From an optimization exercise on the open Yosys and OpenROAD flow, aimed at small area and a short achievable clock period; shortcuts taken in it are not production practice.
The RTL was checked by simulation tests, not by an equivalence proof against the original design.
Power and IR drop assume default switching activity.

## MMU
module MMU #(parameter depth=4, bit_width=8, acc_width=32, size=4)
(
   input          clk,
   input          control,
   input  [31:0]  data_arr,
   input  [31:0]  wt_arr,
   output [127:0] acc_out
);
export LEC_CHECK = 0
export CAP_MARGIN = 20
export CORE_MARGIN = 2
export CORE_UTILIZATION = 65
export SETUP_SLACK_MARGIN = 4.2
export SLEW_MARGIN = 20
create_clock -name core_clock -period 7.0 [get_ports {clk}]
standard.sh (not shown) runs the stock make flow with config.mk's settings and CLKGATE_MAP_FILE= SYNTH_SCRIPT=/design/flow/synth_recipe.tcl, a recipe that flattens the netlist after the stock synthesis.
==> flow/flow/run.sh <==
#!/bin/bash
# Layout flow: the standard flow (standard.sh), with one change to
# synthesis: Yosys's synth runs without the quick ABC pass of its fine stage
# (synth -noabc), so that extract_fa meets the full and half adders as the
# RTL writes them and maps them without inverters around them. Registers
# and everything after synthesis are as in the standard flow.
set -euo pipefail
work=$(pwd)
sed 's/yosys synth -nofsm -noshare {\*}\$args/yosys synth -nofsm -noshare -noabc {*}$args/' \
  synth_recipe.tcl > own_synth.tcl
grep -q -- '-noabc' own_synth.tcl
bash standard.sh SYNTH_SCRIPT="$work/own_synth.tcl" finish > standard.log 2>&1
Change:
--- a/flow/config.mk
+++ b/flow/config.mk
@@ -9,3 +9,5 @@
 export CORE_MARGIN = 2
-export CORE_UTILIZATION = 65
+export CORE_UTILIZATION = 55
+export CTS_CLUSTER_DIAMETER = 70
+export CTS_CLUSTER_SIZE = 25
 export SETUP_SLACK_MARGIN = 4.2
Global-route usage decreases by 3.4 points.
Maximum frequency decreases slightly.
Clock power decreases by about a fifth.
Design area decreases slightly.
Synthesized area does not change.
Hold slack loses 0.018 ns.
Cell count increases by a few percent.
Total power decreases by a few percent.
First-iteration DRC count decreases by about a fifth.
Worst setup slack loses 0.036 ns.

* * *

MMU, a different RTL version from the one above (not shown whole).
Size in the first run: about 1000 flip-flops, about 57000 sq um of cells after synthesis.
==> flow/config.mk <==
export PLATFORM = sky130hd
export DESIGN_NAME = MMU
export DESIGN_NICKNAME = MMU
export VERILOG_FILES = /design/flow/design.v
export SDC_FILE = /design/flow/constraint.sdc
export NUM_CORES = 4
export LEC_CHECK = 0
export ABC_AREA = 1
export CAP_MARGIN = 20
export CORE_MARGIN = 2
export CORE_UTILIZATION = 40
export CTS_CLUSTER_DIAMETER = 80
export CTS_CLUSTER_SIZE = 32
export SETUP_SLACK_MARGIN = 4.2
export SLEW_MARGIN = 20
==> flow/constraint.sdc <==
create_clock -name core_clock -period 7.0 [get_ports {clk}]
set_input_delay 1.4000 -clock core_clock [delete_from_list [all_inputs] [get_ports {clk}]]
set_output_delay 1.4000 -clock core_clock [all_outputs]
set_load 0.01 [all_outputs]
Scripts as last shown in full above: flow/flow/run.sh
Then changed:
- ABC_AREA: 1 -> default
- CORE_UTILIZATION: 40 -> 70
- SETUP_SLACK_MARGIN: 4.2 -> 4.0
Outcome: Clock power is lower by 28%. Synthesized area went down by 3.5%. Register-to-register slack degrades by 0.21 ns.
Then changed:
- CORE_UTILIZATION: 70 -> 40
- SETUP_SLACK_MARGIN: 4.0 -> 4.2
Outcome: Wire length grows by a little under a tenth. Non-clock buffer count rises by 95. Critical path depth goes up by 5. Global-route usage decreases by 10 points. Worst hold slack gets worse by 0.012 ns. First-iteration DRC count came out lower by about a fifth. Flip-flop and latch count stays the same. Clock-buffer cell count grows by 1. Die area came out higher by well over a third. Power increases by a little under a tenth.
Then changed:
- TNS_END_PERCENT: default -> 50
Outcome: The changed run passed the timing, design-rule and antenna checks; core utilization is lower by 0.12 points; clock-buffer cell count does not change; power is lower by 0.94%; area after synthesis is unchanged; sequential power is about the same; wire length is lower by 2.1%; combinational power is lower by about 3%; setup slack gets worse by 0.0086 ns; fmax is lower by 0.30%; global-route usage is lower by 0.41 points.
Then changed:
- CORE_UTILIZATION: 40 -> 70
- SETUP_SLACK_MARGIN: 4.2 -> 4.1
- TNS_END_PERCENT: 50 -> default
Effect: The changed run passed the timing, design-rule and antenna checks. Count of clock-buffer cells in the layout decreases by 1. Die area decreases by 42%. Sequential share of layout area increases by 1.2 points. Total power decreases by 4.7%. Via count increases by 1.9%. Non-clock buffer count decreases by 34.
Then changed:
- CORE_UTILIZATION: 70 -> 60
- SETUP_SLACK_MARGIN: 4.1 -> 4.2
After rerunning: Routed wire length came out higher by 2.5%. Cell count is higher by 3.2%. Area after synthesis does not change. Global-route usage goes down by 3.1 points. First-iteration DRC count decreases by 2.1%. Via count drops by 1.4%. Worst setup slack gains 0.064 ns. Hold slack gains 0.022 ns. Flip-flop and latch count does not change.

what the ideal ports hide:
In the flow no input, the clock included, has a driving cell. The finished layouts below were timed again as built, in two steps.
Step 1 assumes that a clkbuf_16 drives the clock port and a buf_2 every other input.
Step 2, shift: input delay + t, output delay - t, t = (earliest + latest rising clock arrival at the registers) / 2. This alone moves slack from input paths to output paths.
a / b / c = no drivers / after step 1 / after step 2; a / b = the first two.
run	shift t [ns]	setup WS [ns]	worst setup path at the end	slew at the worst register clock pin (ns)
the first run of note 1	0.740	4.181 / 4.181 / 3.554	input to register	0.06 / 0.06
the second run of note 1	0.712	4.145 / 4.145 / 3.538	input to register	0.09 / 0.09
the first run of note 2	0.750	4.257 / 4.215 / 3.533	input to register	0.11 / 0.11
the second run of note 2	0.700	4.038 / 4.000 / 3.381	input to register	0.12 / 0.12
the third run of note 2	0.759	4.139 / 4.139 / 3.515	input to register	0.11 / 0.11
the fourth run of note 2	0.740	4.131 / 4.161 / 3.422	input to register	0.12 / 0.12
the fifth run of note 2	0.701	4.117 / 4.117 / 3.494	input to register	0.12 / 0.12
the sixth run of note 2	0.703	4.180 / 4.180 / 3.557	input to register	0.12 / 0.12
After both steps setup and hold are still met in every run listed. The setup slack of the first run of note 2, which loses most, moves by -0.042 ns with the drivers and by -0.724 ns with both steps.
